Background: an optimization exercise with open tools, aiming at small area, a short achievable clock period and few clock cycles. Do not read the settings as production practice. No functional check of the RTL was part of any run shown here. Power and IR drop assume default switching activity.

File: design/flow/flow/run.sh
#!/bin/bash
set -euo pipefail
bash standard.sh SETUP_SLACK_MARGIN=${MARGIN:-7.5} SYNTH_ARGS=-noabc \
  "BUFFER_PORTS_ARGS=-buffer_cell sky130_fd_sc_hd__buf_4" finish > standard.log 2>&1
File: design/flow/standard.sh
#!/bin/bash
# synth_recipe.tcl (not shown) runs the flow's synth.tcl, then flattens the netlist and writes it again
# the make line also repeats each setting of config.mk as NAME=value (left out here)
make -C /OpenROAD-flow-scripts/flow DESIGN_CONFIG=/design/flow/config.mk WORK_HOME=/design/flow/orfs CLKGATE_MAP_FILE= SYNTH_SCRIPT=/design/flow/synth_recipe.tcl "${@:-finish}"
File: design/flow/config.mk
export PLATFORM = sky130hd
export DESIGN_NAME = sa_accel
export DESIGN_NICKNAME = sa_accel
export VERILOG_FILES = /design/flow/design.v
export SDC_FILE = /design/flow/constraint.sdc
export NUM_CORES = 4
export LEC_CHECK = 0
export CAP_MARGIN = 20
export CORE_MARGIN = 2
export CORE_UTILIZATION = 60
export CTS_CLUSTER_DIAMETER = 100
export CTS_CLUSTER_SIZE = 24
export PLACE_DENSITY = 0.72
export SLEW_MARGIN = 20
File: design/flow/constraint.sdc
create_clock -name core_clock -period 11.0 [get_ports {clk}]
set_input_delay 2.2000 -clock core_clock [delete_from_list [all_inputs] [get_ports {clk}]]
set_output_delay 2.2000 -clock core_clock [all_outputs]
set_load 0.01 [all_outputs]
File: design/flow/design.v
module quantize (
    input  logic        clk,
    input  logic [22:0] acc_n,    
    input  logic [5:0]  cp,
    output logic [7:0]  quantized_data
);
    logic [22:0] acc_nq;
    logic [5:0]  cp_q;
    always_ff @(posedge clk) begin
        acc_nq <= acc_n;
        cp_q  <= cp;
    end
    logic [22:0] v;
    logic        s, uni, c;
    logic [6:0]  w;
    assign v[4:0]  = ~acc_nq[4:0];
    assign v[22:5] = ~acc_nq[22:5] + {5'd0, cp_q[5], 3'd0, cp_q[4], 1'b0, cp_q[3], 1'b0, cp_q[2], 1'b0, cp_q[1], 1'b0, cp_q[0]};
    assign s    = v[22];
    assign uni  = (v[22:10] == 13'h0000) || (v[22:10] == 13'h1fff);
    assign w    = v[9:3];
    assign c    = s ? (v[2] & (v[1] | v[0])) : v[2];
    always_comb begin
        if (!uni)         quantized_data = s ? 8'h80 : 8'h7f;
        else if (s)       quantized_data = {1'b1, w} + {7'd0, c};
        else if (&w && c) quantized_data = 8'h7f;
        else              quantized_data = {1'b0, w} + {7'd0, c};
    end
endmodule
module shift_register #(
    parameter LEN = 1,
    parameter W   = 8
) (
    input  logic         clk,
    input  logic [W-1:0] din,
    output logic [W-1:0] dout
);
    logic [W-1:0] sr [0:LEN-1];
    always_ff @(posedge clk) begin
        sr[0] <= din;
        for (int i = 1; i < LEN; i++) sr[i] <= sr[i-1];
    end
    assign dout = sr[LEN-1];
endmodule
module shift_array (
    input  logic             clk,
    input  logic [31:0]      a_in,       
    input  logic [7:0]       b0_in,      
    input  logic [3:1][7:0]  b_in,       
    output logic [3:0][31:0] a_col,      
    output logic [3:0][11:0] bd_col      
);
    function automatic logic [11:0] booth_enc(input logic [7:0] b);
        logic [3:0] one, two, neg;
        logic bm1, b0, b1;
        for (int k = 0; k < 4; k++) begin
            bm1 = (k == 0) ? 1'b0 : b[2*k-1];
            b0  = b[2*k];
            b1  = b[2*k+1];
            one[k] = b0 ^ bm1;
            two[k] = (b1 & ~b0 & ~bm1) | (~b1 & b0 & bm1);
            neg[k] = b1;
        end
        booth_enc = {neg, two, one};
    endfunction
    assign a_col[0] = a_in;
    always_ff @(posedge clk) begin
        bd_col[0] <= booth_enc(b0_in);
    end
    generate
        for (genvar m = 1; m < 4; m++) begin : g_col
            shift_register #(.LEN(1), .W(32)) u_a (
                .clk(clk), .din(a_col[m-1]), .dout(a_col[m]));
            logic [7:0] b_pre;
            if (m == 1) begin : g_direct
                assign b_pre = b_in[m];
            end else begin : g_delay
                shift_register #(.LEN(m-1), .W(8)) u_b (
                    .clk(clk), .din(b_in[m]), .dout(b_pre));
            end
            always_ff @(posedge clk) begin
                bd_col[m] <= booth_enc(b_pre);
            end
        end
    endgenerate
endmodule
module mac_pe (
    input  logic        clk,
    input  logic        first,
    input  logic [7:0]  a,
    input  logic [3:0]  one, two, neg,   
    output logic [22:0] acc_n,
    output logic [5:0]  cpend    
);
    logic pp1;
    logic pp2;
    logic pp3;
    logic pp4;
    logic pp5;
    logic pp6;
    logic pp7;
    logic pp8;
    logic pp9;
    logic ns10;
    logic pp11;
    logic pp12;
    logic pp13;
    logic pp14;
    logic pp15;
    logic pp16;
    logic pp17;
    logic pp18;
    logic pp19;
    logic ns20;
    logic pp21;
    logic pp22;
    logic pp23;
    logic pp24;
    logic pp25;
    logic pp26;
    logic pp27;
    logic pp28;
    logic pp29;
    logic ns30;
    logic pp31;
    logic pp32;
    logic pp33;
    logic pp34;
    logic pp35;
    logic pp36;
    logic pp37;
    logic pp38;
    logic pp39;
    logic ns40;
    logic g41;
    logic g42;
    logic g43;
    logic g44;
    logic g45;
    logic g46;
    logic g47;
    logic g48;
    logic g49;
    logic g50;
    logic g51;
    logic g52;
    logic g53;
    logic g54;
    logic g55;
    logic g56;
    logic g57;
    logic g58;
    logic g59;
    logic g60;
    logic g61;
    logic g62;
    logic g63;
    logic g64;
    logic g65;
    logic g66;
    logic g67;
    logic g68;
    logic g69;
    logic s70;
    logic c71;
    logic s72;
    logic c73;
    logic s74;
    logic c75;
    logic s76;
    logic c77;
    logic s78;
    logic c79;
    logic s80;
    logic c81;
    logic s82;
    logic c83;
    logic s84;
    logic c85;
    logic s86;
    logic c87;
    logic s88;
    logic c89;
    logic s90;
    logic c91;
    logic s92;
    logic c93;
    logic s94;
    logic c95;
    logic s96;
    logic c97;
    logic s98;
    logic c99;
    logic s100;
    logic c101;
    logic s102;
    logic c103;
    logic s104;
    logic c105;
    logic s106;
    logic c107;
    logic s108;
    logic c109;
    logic s110;
    logic c111;
    logic s112;
    logic c113;
    logic s114;
    logic c115;
    logic s116;
    logic c117;
    logic s118;
    logic c119;
    logic s120;
    logic c121;
    logic s122;
    logic c123;
    logic s124;
    logic c125;
    logic s126;
    logic c127;
    logic s128;
    logic c129;
    logic s130;
    logic c131;
    logic s132;
    logic c133;
    logic s134;
    logic c135;
    logic s136;
    logic c137;
    logic s138;
    logic c139;
    logic s140;
    logic c141;
    logic s142;
    logic c143;
    logic s144;
    logic c145;
    logic s146;
    logic c147;
    logic s148;
    logic s149;
    logic s150;
    logic c151;
    logic s152;
    logic s153;
    logic s154;
    logic s155;
    logic s156;
    assign pp1 = ((one[0] & a[0])) ^ neg[0];
    assign pp2 = ((one[0] & a[1]) | (two[0] & a[0])) ^ neg[0];
    assign pp3 = ((one[0] & a[2]) | (two[0] & a[1])) ^ neg[0];
    assign pp4 = ((one[0] & a[3]) | (two[0] & a[2])) ^ neg[0];
    assign pp5 = ((one[0] & a[4]) | (two[0] & a[3])) ^ neg[0];
    assign pp6 = ((one[0] & a[5]) | (two[0] & a[4])) ^ neg[0];
    assign pp7 = ((one[0] & a[6]) | (two[0] & a[5])) ^ neg[0];
    assign pp8 = ((one[0] & a[7]) | (two[0] & a[6])) ^ neg[0];
    assign pp9 = ((one[0] & a[7]) | (two[0] & a[7])) ^ neg[0];
    assign ns10 = ~pp9;
    assign pp11 = ((one[1] & a[0])) ^ neg[1];
    assign pp12 = ((one[1] & a[1]) | (two[1] & a[0])) ^ neg[1];
    assign pp13 = ((one[1] & a[2]) | (two[1] & a[1])) ^ neg[1];
    assign pp14 = ((one[1] & a[3]) | (two[1] & a[2])) ^ neg[1];
    assign pp15 = ((one[1] & a[4]) | (two[1] & a[3])) ^ neg[1];
    assign pp16 = ((one[1] & a[5]) | (two[1] & a[4])) ^ neg[1];
    assign pp17 = ((one[1] & a[6]) | (two[1] & a[5])) ^ neg[1];
    assign pp18 = ((one[1] & a[7]) | (two[1] & a[6])) ^ neg[1];
    assign pp19 = ((one[1] & a[7]) | (two[1] & a[7])) ^ neg[1];
    assign ns20 = ~pp19;
    assign pp21 = ((one[2] & a[0])) ^ neg[2];
    assign pp22 = ((one[2] & a[1]) | (two[2] & a[0])) ^ neg[2];
    assign pp23 = ((one[2] & a[2]) | (two[2] & a[1])) ^ neg[2];
    assign pp24 = ((one[2] & a[3]) | (two[2] & a[2])) ^ neg[2];
    assign pp25 = ((one[2] & a[4]) | (two[2] & a[3])) ^ neg[2];
    assign pp26 = ((one[2] & a[5]) | (two[2] & a[4])) ^ neg[2];
    assign pp27 = ((one[2] & a[6]) | (two[2] & a[5])) ^ neg[2];
    assign pp28 = ((one[2] & a[7]) | (two[2] & a[6])) ^ neg[2];
    assign pp29 = ((one[2] & a[7]) | (two[2] & a[7])) ^ neg[2];
    assign ns30 = ~pp29;
    assign pp31 = ((one[3] & a[0])) ^ neg[3];
    assign pp32 = ((one[3] & a[1]) | (two[3] & a[0])) ^ neg[3];
    assign pp33 = ((one[3] & a[2]) | (two[3] & a[1])) ^ neg[3];
    assign pp34 = ((one[3] & a[3]) | (two[3] & a[2])) ^ neg[3];
    assign pp35 = ((one[3] & a[4]) | (two[3] & a[3])) ^ neg[3];
    assign pp36 = ((one[3] & a[5]) | (two[3] & a[4])) ^ neg[3];
    assign pp37 = ((one[3] & a[6]) | (two[3] & a[5])) ^ neg[3];
    assign pp38 = ((one[3] & a[7]) | (two[3] & a[6])) ^ neg[3];
    assign pp39 = ((one[3] & a[7]) | (two[3] & a[7])) ^ neg[3];
    assign ns40 = ~pp39;
    assign g41 = ~(acc_n[0] | first);
    assign g42 = ~(acc_n[1] | first);
    assign g43 = ~(acc_n[2] | first);
    assign g44 = ~(acc_n[3] | first);
    assign g45 = ~(acc_n[4] | first);
    assign g46 = ~(acc_n[5] | first);
    assign g47 = ~(acc_n[6] | first);
    assign g48 = ~(acc_n[7] | first);
    assign g49 = ~(acc_n[8] | first);
    assign g50 = ~(acc_n[9] | first);
    assign g51 = ~(acc_n[10] | first);
    assign g52 = ~(acc_n[11] | first);
    assign g53 = ~(acc_n[12] | first);
    assign g54 = ~(acc_n[13] | first);
    assign g55 = ~(acc_n[14] | first);
    assign g56 = ~(acc_n[15] | first);
    assign g57 = ~(acc_n[16] | first);
    assign g58 = ~(acc_n[17] | first);
    assign g59 = ~(acc_n[18] | first);
    assign g60 = ~(acc_n[19] | first);
    assign g61 = ~(acc_n[20] | first);
    assign g62 = ~(acc_n[21] | first);
    assign g63 = ~(acc_n[22] | first);
    assign g64 = cpend[0] & ~first;
    assign g65 = cpend[1] & ~first;
    assign g66 = cpend[2] & ~first;
    assign g67 = cpend[3] & ~first;
    assign g68 = cpend[4] & ~first;
    assign g69 = cpend[5] & ~first;
    assign s70 = neg[2] ^ pp5;
    assign c71 = neg[2] & pp5;
    assign s72 = pp6 ^ pp14 ^ pp22;
    assign c73 = (pp6 & pp14) | (pp6 & pp22) | (pp14 & pp22);
    assign s74 = neg[3] ^ pp7 ^ pp15;
    assign c75 = (neg[3] & pp7) | (neg[3] & pp15) | (pp7 & pp15);
    assign s76 = pp23 ^ pp31;
    assign c77 = pp23 & pp31;
    assign s78 = pp8 ^ pp16 ^ pp24;
    assign c79 = (pp8 & pp16) | (pp8 & pp24) | (pp16 & pp24);
    assign s80 = pp32 ^ g48 ^ g65;
    assign c81 = (pp32 & g48) | (pp32 & g65) | (g48 & g65);
    assign s82 = ~(pp17 ^ pp25);
    assign c83 = pp17 | pp25;
    assign s84 = pp33 ^ ns10 ^ g49;
    assign c85 = (pp33 & ns10) | (pp33 & g49) | (ns10 & g49);
    assign s86 = ~(pp18 ^ pp26);
    assign c87 = pp18 | pp26;
    assign s88 = pp34 ^ g50 ^ g66;
    assign c89 = (pp34 & g50) | (pp34 & g66) | (g50 & g66);
    assign s90 = pp27 ^ pp35 ^ ns20;
    assign c91 = (pp27 & pp35) | (pp27 & ns20) | (pp35 & ns20);
    assign s92 = ~(pp28 ^ pp36);
    assign c93 = pp28 | pp36;
    assign s94 = neg[1] ^ pp3;
    assign c95 = neg[1] & pp3;
    assign s96 = pp4 ^ pp12;
    assign c97 = pp4 & pp12;
    assign s98 = pp13 ^ pp21 ^ s70;
    assign c99 = (pp13 & pp21) | (pp13 & s70) | (pp21 & s70);
    assign s100 = c71 ^ s72 ^ g46;
    assign c101 = (c71 & s72) | (c71 & g46) | (s72 & g46);
    assign s102 = s76 ^ c73 ^ s74;
    assign c103 = (s76 & c73) | (s76 & s74) | (c73 & s74);
    assign s104 = c77 ^ c75 ^ s78;
    assign c105 = (c77 & c75) | (c77 & s78) | (c75 & s78);
    assign s106 = c79 ^ s82 ^ c81;
    assign c107 = (c79 & s82) | (c79 & c81) | (s82 & c81);
    assign s108 = c83 ^ s86 ^ c85;
    assign c109 = (c83 & s86) | (c83 & c85) | (s86 & c85);
    assign s110 = c87 ^ g51 ^ s90;
    assign c111 = (c87 & g51) | (c87 & s90) | (g51 & s90);
    assign s112 = s92 ^ g52 ^ g67;
    assign c113 = (s92 & g52) | (s92 & g67) | (g52 & g67);
    assign s114 = pp37 ^ ns30 ^ c93;
    assign c115 = (pp37 & ns30) | (pp37 & c93) | (ns30 & c93);
    assign s116 = ~(pp38 ^ g54);
    assign c117 = pp38 | g54;
    assign s118 = neg[0] ^ pp1;
    assign c119 = neg[0] & pp1;
    assign s120 = pp2 ^ g42;
    assign c121 = pp2 & g42;
    assign s122 = pp11 ^ s94 ^ g43;
    assign c123 = (pp11 & s94) | (pp11 & g43) | (s94 & g43);
    assign s124 = c95 ^ s96 ^ g44;
    assign c125 = (c95 & s96) | (c95 & g44) | (s96 & g44);
    assign s126 = c97 ^ g45 ^ s98;
    assign c127 = (c97 & g45) | (c97 & s98) | (g45 & s98);
    assign s128 = g64 ^ c99 ^ s100;
    assign c129 = (g64 & c99) | (g64 & s100) | (c99 & s100);
    assign s130 = g47 ^ c101 ^ s102;
    assign c131 = (g47 & c101) | (g47 & s102) | (c101 & s102);
    assign s132 = c103 ^ s104 ^ s80;
    assign c133 = (c103 & s104) | (c103 & s80) | (s104 & s80);
    assign s134 = c105 ^ s84 ^ s106;
    assign c135 = (c105 & s84) | (c105 & s106) | (s84 & s106);
    assign s136 = s88 ^ c107 ^ s108;
    assign c137 = (s88 & c107) | (s88 & s108) | (c107 & s108);
    assign s138 = c89 ^ s110 ^ c109;
    assign c139 = (c89 & s110) | (c89 & c109) | (s110 & c109);
    assign s140 = c91 ^ s112 ^ c111;
    assign c141 = (c91 & s112) | (c91 & c111) | (s112 & c111);
    assign s142 = g53 ^ c113 ^ s114;
    assign c143 = (g53 & c113) | (g53 & s114) | (c113 & s114);
    assign s144 = g68 ^ c115 ^ s116;
    assign c145 = (g68 & c115) | (g68 & s116) | (c115 & s116);
    assign s146 = ns40 ^ g55 ^ c117;
    assign c147 = (ns40 & g55) | (ns40 & c117) | (g55 & c117);
    assign s148 = ~g56;
    assign s149 = ~g57;
    assign s150 = ~(g58 ^ g69);
    assign c151 = g58 | g69;
    assign s152 = ~g59;
    assign s153 = ~g60;
    assign s154 = ~g61;
    assign s155 = ~g62;
    assign s156 = ~g63;
    logic [22:0] r0, r1;
    assign r0 = {g62, g61, g60, g59, c151, g57, g56, c147, c145, c143, c141, c139, c137, c135, c133, c131, c129, c127, c125, c123, c121, c119, s118};
    assign r1 = {s156, s155, s154, s153, s152, s150, s149, s148, s146, s144, s142, s140, s138, s136, s134, s132, s130, s128, s126, s124, s122, s120, g41};
    logic [22:0] sum;
    logic cout0;
    assign {cout0, sum[4:0]} = {1'b0, r0[4:0]} + {1'b0, r1[4:0]};
    logic cout1;
    assign {cout1, sum[6:5]} = {1'b0, r0[6:5]} + {1'b0, r1[6:5]};
    logic cout2;
    assign {cout2, sum[8:7]} = {1'b0, r0[8:7]} + {1'b0, r1[8:7]};
    logic cout3;
    assign {cout3, sum[10:9]} = {1'b0, r0[10:9]} + {1'b0, r1[10:9]};
    logic cout4;
    assign {cout4, sum[12:11]} = {1'b0, r0[12:11]} + {1'b0, r1[12:11]};
    logic cout5;
    assign {cout5, sum[16:13]} = {1'b0, r0[16:13]} + {1'b0, r1[16:13]};
    assign sum[22:17] = r0[22:17] + r1[22:17];
    always_ff @(posedge clk) begin
        acc_n <= ~sum;
        cpend <= {cout5, cout4, cout3, cout2, cout1, cout0};
    end
endmodule
module systolic_NxN_cfg (
    input  logic             clk,
    input  logic [3:0][31:0] a_col,
    input  logic [3:0][11:0] bd_col,    
    input  logic [3:0]       first,     
    output logic [3:0][3:0][22:0] psum_n,  
    output logic [3:0][3:0][5:0]  cpend  
);
    generate
        for (genvar m = 0; m < 4; m++) begin : g_m
            for (genvar x = 0; x < 4; x++) begin : g_x
                mac_pe u_pe (
                    .clk(clk), .first(first[m]), .a(a_col[m][8*x +: 8]),
                    .one(bd_col[m][3:0]), .two(bd_col[m][7:4]), .neg(bd_col[m][11:8]),
                    .acc_n(psum_n[m][x]), .cpend(cpend[m][x]));
            end
        end
    endgenerate
endmodule
module SA_with_shift_cfg (
    input  logic        clk,
    input  logic        rst_n,
    input  logic        start_all,
    input  logic [7:0]  k_param,
    input  logic        out_mode,
    input  logic [7:0]  row_shape,
    input  logic [7:0]  col_shape,
    output logic        done_all,
    output logic        ren_n,
    output logic [12:0] raddr_row,
    input  logic [31:0] rdata_row,
    output logic [12:0] raddr_col,
    input  logic [31:0] rdata_col,
    output logic        wen_n,
    output logic [12:0] waddr,
    output logic [31:0] data_out
);
    logic        busy;
    logic [7:0]  cnt;         
    logic [7:0]  inner;       
    logic [7:0]  outer;       
    logic [12:0] base_a;      
    logic        ren_q;       
    logic        ren_nq;      
    logic        first_q;     
    logic [12:0] ra_a, ra_b;  
    logic [12:0] ra_row, ra_col;  
    logic        mode;
    logic [7:0]  n_outer, n_inner, slot_m1;
    logic        kge4;        
    logic [1:0]  k_lo, km1_lo;  
    logic go;    
    always_ff @(posedge clk or negedge rst_n) begin
        if (!rst_n) go <= 1'b0;
        else        go <= start_all && !busy && !go;
    end
    always_ff @(posedge clk) begin
        if (!busy && !go) begin
            mode    <= out_mode;
            n_outer <= out_mode ? col_shape : row_shape;
            n_inner <= out_mode ? row_shape : col_shape;
            slot_m1 <= (k_param < 8'd4) ? 8'd3 : k_param - 8'd1;
            kge4    <= (k_param >= 8'd4);
            k_lo    <= k_param[1:0];
            km1_lo  <= k_param[1:0] - 2'd1;
        end
    end
    logic end_blk, inner_last, last_blk, job_last;
    assign end_blk    = busy && (cnt == 8'd0);
    assign inner_last = (inner == 8'd0);
    assign job_last   = end_blk && inner_last && (outer == 8'd0);
    assign last_blk   = end_blk;
    logic [12:0] na_a, na_b;
    always_comb begin
        na_a = ra_a;
        na_b = ra_b;
        if (ren_q) begin
            na_a = ra_a + 13'd1;
            na_b = ra_b + 13'd1;
            if (end_blk) begin
                if (inner_last) na_b = 13'd0;
                else            na_a = base_a;
            end
        end
    end
    logic       busy_n, slot_start;
    logic [7:0] cnt_n;
    always_comb begin
        busy_n     = busy;
        cnt_n      = cnt - 8'd1;
        slot_start = 1'b0;
        if (!busy) begin
            busy_n     = go;
            cnt_n      = slot_m1;
            slot_start = go;
        end else if (cnt == 8'd0) begin
            busy_n     = !job_last;
            cnt_n      = slot_m1;
            slot_start = !job_last;
        end
    end
    logic rd_n, first_n;
    assign rd_n    = busy_n && (kge4 || (cnt_n[1:0] < k_lo));
    assign first_n = kge4 ? slot_start : (busy_n && (cnt_n[1:0] == km1_lo));
    always_ff @(posedge clk or negedge rst_n) begin
        if (!rst_n) begin
            busy    <= 1'b0;
            ren_q   <= 1'b0;
            first_q <= 1'b0;
        end else begin
            busy    <= busy_n;
            ren_q   <= rd_n;
            first_q <= first_n;
        end
    end
    always_ff @(posedge clk) begin
        cnt     <= cnt_n;
        ren_nq  <= !rd_n;
        if (!busy) begin
            inner  <= n_inner - 8'd1;
            outer  <= n_outer - 8'd1;
            base_a <= 13'd0;
            ra_a   <= 13'd0;
            ra_b   <= 13'd0;
            ra_row <= 13'd0;
            ra_col <= 13'd0;
        end else begin
            if (end_blk) begin
                if (inner_last) begin
                    inner  <= n_inner - 8'd1;
                    outer  <= outer - 8'd1;
                    base_a <= ra_a + 13'd1;
                end else begin
                    inner  <= inner - 8'd1;
                end
            end
            ra_a   <= na_a;
            ra_b   <= na_b;
            ra_row <= mode ? na_b : na_a;
            ra_col <= mode ? na_a : na_b;
        end
    end
    assign ren_n     = ren_nq;
    assign raddr_row = ra_row;
    assign raddr_col = ra_col;
    logic [7:0] p_val, p_first, p_last, p_job;
    always_ff @(posedge clk or negedge rst_n) begin
        if (!rst_n) begin
            p_val   <= '0;
            p_first <= '0;
            p_last  <= '0;
            p_job   <= '0;
        end else begin
            p_val   <= {p_val[6:0],   ren_q};
            p_first <= {p_first[6:0], ren_q && first_q};
            p_last  <= {p_last[6:0],  last_blk};
            p_job   <= {p_job[6:0],   job_last};
        end
    end
    logic [31:0]     a_word, b_word;
    logic [31:0]     a_reg;
    logic [3:1][7:0] b_reg;
    assign a_word = mode ? rdata_col : rdata_row;
    assign b_word = mode ? rdata_row : rdata_col;
    always_ff @(posedge clk) begin
        a_reg <= p_val[0] ? a_word : 32'd0;
        b_reg <= b_word[31:8];
    end
    logic [3:0][31:0] a_col;
    logic [3:0][11:0] bd_col;
    shift_array u_skew (
        .clk(clk), .a_in(a_reg), .b0_in(b_word[7:0]), .b_in(b_reg),
        .a_col(a_col), .bd_col(bd_col));
    logic [3:0][3:0][22:0] psum_n;
    logic [3:0][3:0][5:0]  cpend;
    systolic_NxN_cfg u_array (
        .clk(clk), .a_col(a_col), .bd_col(bd_col),
        .first(p_first[4:1]), .psum_n(psum_n), .cpend(cpend));
    logic [3:0] wr;
    assign wr = p_last[5:2];
    logic [3:0][22:0] sel_acc_n;
    logic [3:0][5:0]  sel_cp;
    always_comb begin
        for (int x = 0; x < 4; x++) begin
            sel_acc_n[x] = '0;
            sel_cp[x]  = 6'd0;
            for (int m = 0; m < 4; m++)
                if (wr[m]) begin
                    sel_acc_n[x] = psum_n[m][x];
                    sel_cp[x]  = cpend[m][x];
                end
        end
    end
    logic [3:0][7:0] q;
    generate
        for (genvar x = 0; x < 4; x++) begin : g_q
            quantize u_q (.clk(clk), .acc_n(sel_acc_n[x]), .cp(sel_cp[x]), .quantized_data(q[x]));
        end
    endgenerate
    logic        wr_d;
    logic [31:0] dout_q;
    logic        wen_nq, done_q;
    logic [12:0] waddr_q;     
    logic [12:0] wcnt;        
    always_ff @(posedge clk) begin
        dout_q <= q;
        wen_nq <= !wr_d;
        done_q <= p_job[6];
        if (go) begin
            wcnt <= 13'd0;
        end else if (wr_d) begin
            waddr_q <= wcnt;
            wcnt    <= wcnt + 13'd1;
        end
    end
    always_ff @(posedge clk or negedge rst_n) begin
        if (!rst_n) wr_d <= 1'b0;
        else        wr_d <= |wr;
    end
    assign data_out = dout_q;
    assign wen_n    = wen_nq;
    assign waddr    = waddr_q;
    assign done_all = done_q;
endmodule
module sa_accel (
    input  logic        clk,
    input  logic        rst_n,
    input  logic        start_all,
    input  logic [7:0]  k_param,
    input  logic        out_mode,
    input  logic [7:0]  row_shape,
    input  logic [7:0]  col_shape,
    output logic        done_all,
    output logic        ren_n,
    output logic [12:0] raddr_row,
    input  logic [31:0] rdata_row,
    output logic [12:0] raddr_col,
    input  logic [31:0] rdata_col,
    output logic        wen_n,
    output logic [12:0] waddr,
    output logic [31:0] data_out
);
SA_with_shift_cfg u_SA (
    .clk(clk), .rst_n(rst_n),
    .start_all(start_all), .k_param(k_param), .out_mode(out_mode),
    .row_shape(row_shape), .col_shape(col_shape), .done_all(done_all),
    .ren_n(ren_n), .raddr_row(raddr_row), .rdata_row(rdata_row),
    .raddr_col(raddr_col), .rdata_col(rdata_col),
    .wen_n(wen_n), .waddr(waddr), .data_out(data_out)
);
endmodule
==> results.ini, run 1 <==
[timing]
finalMaxSlewViolations = 0
finalSetupViolations = 0
slew_headroom = 0.344
finalHoldViolations = 0
fin_ws_ns = 7.50
period_needed_ns = 3.50
whs_ns = 0.327
tns_ns = 0
fin_worst_skew_ns = 0.0468
worst_pin_slew_ns = 0.982
post-route-period-util = 0.318
rsz0062_at_grt = yes
clock.fmax_mhz = 286

[power_and_ir_drop]
p_per_area_nw_per_um2 = 315
ir_drop_mv = 0.202
total_power_mw = 23.7
leakagePower_nw = 34.3

[placed_design]
dp_slack_ns = 6.98
placed_area_um2 = 71100
port_buffers = 165
place.gp.congestion = 0.941
placed_cells = 8575
hpwl_mm = 127

[logic_synthesis]
yosysSeqAreaShare = 0.301
ys_warn_count = 10
syn-num-nets = 8498
synth-seq-cells = 1008
synth_ff_type = dfxtp_1
synthArstFlopShare = 0.0238
netlist_area_um2 = 69300
synthDistinctLibCells = 89
syn_area_per_cell_um2 = 9.49
netlist_instances = 7304
synth-edff-count = 59

[clock_tree]
clock_sinks = 1008
htree_levels = 2
clock_path_buffers = 3
cts_buffers = 50
cts_tree = done
hold_buffers = 0
root_buffer = clkbuf_16
path_clk_slew_ns = 0.11
insertion_delay_ns = 0.71

[global_route]
grt_start_max_net_pins = 86
grt-ovfl-total = 0
grt_pass1_vias = 50900
grt_usage = 0.305
grt_pass1_wl_mm = 283
antenna_found_initial = 8

[finish]
fin_nets = 8407
largestRegisters = u_SA.u_array.g_m.g_x.u_pe.acc_n (368), u_SA.u_array.g_m.g_x.u_pe.cpend (96), u_SA.u_skew.g_col.u_a.sr (96)
stdcell_area_um2 = 75200
drive_gt1_frac = 0.126
layout_commonest_cell = inv_1
layout_common_cells = inv_1 (1038), dfxtp_1 (827), fa_1 (564)
largest-register = u_SA.u_array.g_m.g_x.u_pe.acc_n
largest_reg_flops = 368
final_cells = 8751
utilization = 0.657
area_growth_pct = 8.52

[floorplan]
die_x_um = 344
ioPinCount = 166
die_area_um2 = 118000
design.core.area_um2 = 115000
start_util = 0.606
fp.dieH_um = 344
num_rows = 124

[worst_setup_path]
crit_path_end_kind = output pin
slowest_stage = edfxtp_1
cp.buffers_inverters = 1
critPathTopFamily = flip-flops
required_ns = 8.80
crit_type = flip-flop to output pin
crit_fanout = 1
startpoint_type = flip-flop
crit_chain = buf_6
cp_slowest_stage_delay_ns = 0.44
arrival_ns = 1.30

[detailed_routing]
routed_wl_mm = 191
vias = 51500
ant_nets = 0
drtPass1Iterations = 6
route.detailed.drc = 0
vias_per_cell = 5.89
wl_per_cell_um = 21.8
drt_iter0_drc = 4697

[status]
status = finished clean

[hold_path]
min_path_type = flip-flop to flip-flop

[flow_run]
maxCapViolCount = 0

-- cell type report --
type | instances | area (um^2)
antenna | 1 | 2.50
multi-input combinational | 4787 | 43100
timing repair buffer | 327 | 3770
sequential | 1008 | 21100
inverter | 1039 | 3900
tap | 1512 | 1890
clock inverter | 13 | 175
fill | 9220 | 39300
clock buffer | 64 | 1300
-- Yosys cell counts, types with 31 or more instances --
master	number	share of area
xor2_1	349	0.044
nand2_1	250	0.014
inv_1	1038	0.056
dfxtp_1	925	0.27
nand2b_1	119	0.011
or2_2	252	0.023
fa_1	576	0.17
clkbuf_1	290	0.016
edfxtp_1	59	0.026
a21oi_1	301	0.022
mux2i_1	60	0.0087
clkbuf_2	93	0.0067
a21o_1	104	0.011
nor2b_1	85	0.0077
ha_1	526	0.095
mux2_2	46	0.0075
xnor2_1	501	0.063
o22ai_1	31	0.0028
a22oi_1	566	0.061
nor2_1	399	0.022
o21ai_0	254	0.018
buf_1	79	0.0043
nor3_1	38	0.0027
nand3_1	46	0.0033
-- worst register-to-register path, stage by stage, from the launching register on --
cell and delay (ns):
dfxtp_4 0.41, buf_12 0.16, buf_4 0.15, a22oi_2 0.15
xnor2_1 0.11, fa_1 0.51, inv_1 0.05, fa_1 0.51
inv_1 0.06, fa_1 0.47, ha_2 0.21, fa_1 0.53
inv_1 0.04
-- kinds of logic after synthesis --
kind of cell,count (synthesis),share of synthesized area
buffers and inverters,1510,0.0838
xor gates and xnor gates,850,0.107
muxes,106,0.0161
adders and majority gates,1102,0.261
DFF,1008,0.301
and+or+nand+nor,1326,0.0973
AOI/OAI and AO/OA,1402,0.133
-- path summary, 6_finish.rpt --
| check | from | end | slack (ns) | cells after the start |
|---|---|---|---|---|
| worst max-delay path | u_SA.waddr_q[10] | waddr[10] | 7.50 | 1 |
| worst min-delay path | u_SA.u_skew.g_col[3].g_delay.u_b.sr[0][5] | u_SA.u_skew.g_col[3].g_delay.u_b.sr[1][5] | 0.33 | 0 |
| worst max register to register | u_SA.u_skew.bd_col[37] | u_SA.u_array.g_m[3].g_x[1].u_pe.acc_n[6] | 7.54 | 12 |
| worst min register to register | u_SA.u_skew.g_col[3].g_delay.u_b.sr[0][5] | u_SA.u_skew.g_col[3].g_delay.u_b.sr[1][5] | 0.33 | 0 |
| max in group asynchronous | rst_n | u_SA.p_first[3] | 9.11 | 1 |
| min in group asynchronous | rst_n | u_SA.p_last[2] | 1.46 | 1 |
-- what timing repair did --
item	CTS	global route
endpoints found under the setup margin	145	127
setup buffers	28	42
gates cloned	4	24
pin swaps	3	27
gates resized for setup	124	259
-- per-layer routing --
metal / vias to the layer above / GRT usage / part of all wire
li1: 23500 / - / -
met1: 25300 / 0.431 / 0.42
met2: 2387 / 0.475 / 0.46
met3: 348 / 0.0554 / 0.097
met4: 4 / 0.100 / 0.032
met5: - / 0 / 0.00017
-- power by group --
part / internal (mW) / leakage, nW / switching [mW]
sequential: 5.30 / 8.56 / 0.956
clock: 0.903 / 0.715 / 1.28
combinational: 7.00 / 25.0 / 8.29
==> run 2, diff against run 1 <==
==> design/flow/flow/run.sh (replaced) <==
#!/bin/bash
set -euo pipefail
bash standard.sh SETUP_SLACK_MARGIN=${MARGIN:-7.6} SYNTH_ARGS=-noabc \
  "BUFFER_PORTS_ARGS=-buffer_cell sky130_fd_sc_hd__buf_4" finish > standard.log 2>&1
==> results.ini, run 2 <==
[global_route]
grt_pass1_vias = 51600  ; +1.3%
grt_start_max_net_pins = 86  ; unchanged
grt_usage = 0.317  ; +0.0122
antenna_found_initial = 6  ; -2
grt_pass1_wl_mm = 293  ; +3.4%
grt-ovfl-total = 0  ; unchanged

[logic_synthesis]
synthArstFlopShare = 0.0238  ; unchanged
synth.most_common_cell = inv_1
synth_ff_type = dfxtp_1
synth-edff-count = 59  ; unchanged
yosysSeqAreaShare = 0.301  ; unchanged
synth_common_cells = inv_1 (1038), dfxtp_1 (925), fa_1 (576), a22oi_1 (566), ha_1 (526)
yosys.area.top_type = dfxtp_1
synth-seq-cells = 1008  ; unchanged
syn_area_per_cell_um2 = 9.49  ; unchanged
ys_top_cells_by_area = dfxtp_1 (27%), fa_1 (17%), ha_1 (9.5%)
netlist_area_um2 = 69300  ; unchanged
netlist_instances = 7304  ; unchanged
synthDistinctLibCells = 89  ; unchanged
synth_top_area_frac = 0.267  ; unchanged
syn-num-nets = 8498  ; unchanged
ys_warn_count = 10  ; unchanged

[worst_setup_path]
crit_type = flip-flop to output pin
reg2regPathDepth = 9  ; -3
slowest_stage = edfxtp_1
critPathTopFamily = flip-flops
crit_fanout = 1  ; unchanged
crit_start = u_SA.waddr_q[8]
r2r_start = u_SA.p_first[2]
crit_chain = buf_6
cp_slowest_stage_delay_ns = 0.43  ; about the same
required_ns = 8.80  ; about the same
worst-path-stages = 1  ; unchanged
cp.buffers_inverters = 1  ; unchanged
startpoint_type = flip-flop
arrival_ns = 1.29  ; about the same
crit_path_end_kind = output pin

[finish]
fillers = 8838  ; -4.1%
stdcell_area_um2 = 77800  ; +3.4%
seqCellArea_um2 = 21200  ; +0.68%
layout_commonest_cell = inv_1
largest_reg_flops = 368  ; unchanged
fin_nets = 8481  ; +0.88%
drive_gt1_frac = 0.174  ; +0.0479
diodes = 0  ; -1
layout_common_cells = inv_1 (1032), dfxtp_1 (745), fa_1 (517)
area_growth_pct = 12.2
multi_input_area_um2 = 44100  ; +2.3%
largest-register = u_SA.u_array.g_m.g_x.u_pe.acc_n
largestRegisters = u_SA.u_array.g_m.g_x.u_pe.acc_n (368), u_SA.u_array.g_m.g_x.u_pe.cpend (96), u_SA.u_skew.g_col.u_a.sr (96)

[timing]
finalHoldViolations = 0  ; unchanged
slew_headroom = 0.299  ; -0.0451
clock.fmax_mhz = 286  ; +0.23%
rsz0062_at_grt = yes
finalMaxSlewViolations = 0  ; unchanged
period_needed_ns = 3.49  ; -0.00820 ns
worst_pin_slew_ns = 1.05  ; +0.0649 ns
post-route-period-util = 0.317  ; -0.000745
fin_worst_skew_ns = 0.0291  ; -0.0177 ns
finalSetupViolations = 0  ; unchanged
fin_ws_ns = 7.51  ; +0.00820 ns
tns_ns = 0  ; unchanged

[detailed_routing]
vias_per_cell = 5.98  ; +1.6%
drtPass1Iterations = 8  ; +2
vias = 52800  ; +2.5%
routed_wl_mm = 203  ; +6.5%
ant_nets = 0  ; unchanged
wl_per_cell_um = 23.0  ; +5.5%
drt_iter0_drc = 5609  ; +19%
route.detailed.drc = 0  ; unchanged

[power_and_ir_drop]
power.share.clock = 0.091  ; about the same
switching_share = 0.447  ; +0.00398
switchingPower_mw = 11.0  ; +4.7%
combPwrFrac = 0.650  ; +0.006
p_per_area_nw_per_um2 = 317  ; +0.37%
power_frac_seq = 0.259  ; -0.005
ir_drop_mv = 0.186  ; -7.6%
leakagePower_nw = 35.2  ; +2.5%
p_int_mw = 13.6  ; +3.0%

[floorplan]
start_util = 0.606  ; unchanged
die_x_um = 344  ; unchanged
die_area_um2 = 118000  ; unchanged
fp.dieH_um = 344  ; unchanged
ioPinCount = 166  ; unchanged
design.core.area_um2 = 115000  ; unchanged
num_rows = 124  ; unchanged

[placed_design]
place.gp.congestion = 0.903  ; -4.0%
dp_slack_ns = 6.97  ; -0.00762 ns
port_buffers = 165  ; unchanged
placed_area_um2 = 71100  ; about the same
hpwl_mm = 126  ; -0.96%

[clock_tree]
cts_buffers = 50  ; unchanged
insertion_delay_ns = 0.73  ; +0.02 ns
root_buffer = clkbuf_16
path_clk_slew_ns = 0.10  ; about the same
cts_tree = done
htree_levels = 2  ; unchanged
clock_sinks = 1008  ; unchanged
clock_path_buffers = 3  ; unchanged

[hold_path]
min_from = u_SA.b_reg[15]
min_path_type = flip-flop to flip-flop
holdPathStages = 0  ; unchanged

[status]
status = finished clean

[flow_run]
maxCapViolCount = 0  ; unchanged

run 2: cell families (layout without fill, tap and decap cells):
logic type,after synthesis,count (layout),synth area share
xor+xnor,850,850,0.107
flops,1008,1008,0.301
mux,106,106,0.0161
fa+ha+maj,1102,1102,0.261
simple gates,1326,1327,0.0973
buf+inv,1510,1520,0.0838
compound gates,1402,1402,0.133
run 2: area by class of cell:
class | instances | share of cell area
clock inverters | 15 | 0.00285
well taps | 1512 | 0.0243
inverters | 1039 | 0.0502
multi-input cells | 4787 | 0.567
clock buffers | 65 | 0.0168
repair buffers | 401 | 0.0659
flip-flops and latches | 1008 | 0.273
run 2: path summary, 6_finish.rpt:
check                                                             to  slack [ns]
setup / recovery                                            waddr[8]        7.51
hold / removal             u_SA.u_skew.g_col[2].g_delay.u_b.sr[0][7]        0.33
setup reg to reg           u_SA.u_array.g_m[1].g_x[3].u_pe.acc_n[10]        7.56
hold reg to reg            u_SA.u_skew.g_col[2].g_delay.u_b.sr[0][7]        0.33
max in group asynchronous                            u_SA.p_first[4]        9.13
min in group asynchronous                                 u_SA.ren_q        1.45
run 2: power groups by stage:
| stage | registers (mW) | logic, mW | clock network [mW] |
|---|---|---|---|
| after floorplan | 5.81 | 11.7 | 0 |
| after global placement | 6.31 | 13.9 | 0 |
| after detailed placement | 6.32 | 14.6 | 0 |
| after CTS | 6.24 | 15.1 | 2.28 |
| after global routing | 6.43 | 18.3 | 2.40 |
| final | 6.37 | 16.0 | 2.24 |
run 2: metrics by stage:
stage,hold WS [ns],instances,power [mW],utilization
floorplan,0.310,7304,17.5,-
global placement,0.311,8575,20.2,0.621
detailed placement,0.313,8575,21.0,0.621
CTS,0.330,8723,23.6,0.653
global route,0.340,8827,27.1,0.679
finish,0.331,8827,24.6,0.679
run 2: timing repair:
item / in CTS / in global routing
endpoints found under the setup margin: 238 / 193
pin swaps: 20 / 191
gates resized for setup: 288 / 449
hold buffers: 0 / 0
buffers inserted: 48 / 67
cloned: 20 / 37
run 2: per-layer routing:
metal / share of wire / track usage / up-vias
met1: 0.40 / 0.446 / 25900
met3: 0.11 / 0.0657 / 568
li1: - / - / 23600
met4: 0.048 / 0.0932 / 0
met5: 0 / 0 / -
met2: 0.44 / 0.495 / 2720

-- static timing again, ports no longer ideal --
How much do the figures lean on ideal ports? The routed layouts below were timed once more, with nothing changed but the port constraints.
Step 1: set_driving_cell puts a clkbuf_16 on clk and a buf_2 on each other input, an assumption about the parent block.
Step 2, shift: input delay + t, output delay - t, t = (earliest + latest rising clock arrival at the registers) / 2. This alone moves slack from input paths to output paths.
Three values: ideal ports, drivers, drivers and shift; two values: the first two.
run | t, ns | setup WS [ns] | worst register clock-pin slew, ns | worst data-port slew with drivers (ns)
run 1 | 0.766 | 7.500 / 7.422 / 7.254 | 0.12 / 0.12 | 0.07
run 2 | 0.792 | 7.508 / 7.427 / 7.415 | 0.11 / 0.11 | 0.09
After both steps setup and hold are still met in every run listed. For run 1, which loses most, drivers alone change the setup slack by -0.078 ns; drivers and shift together by -0.246 ns.
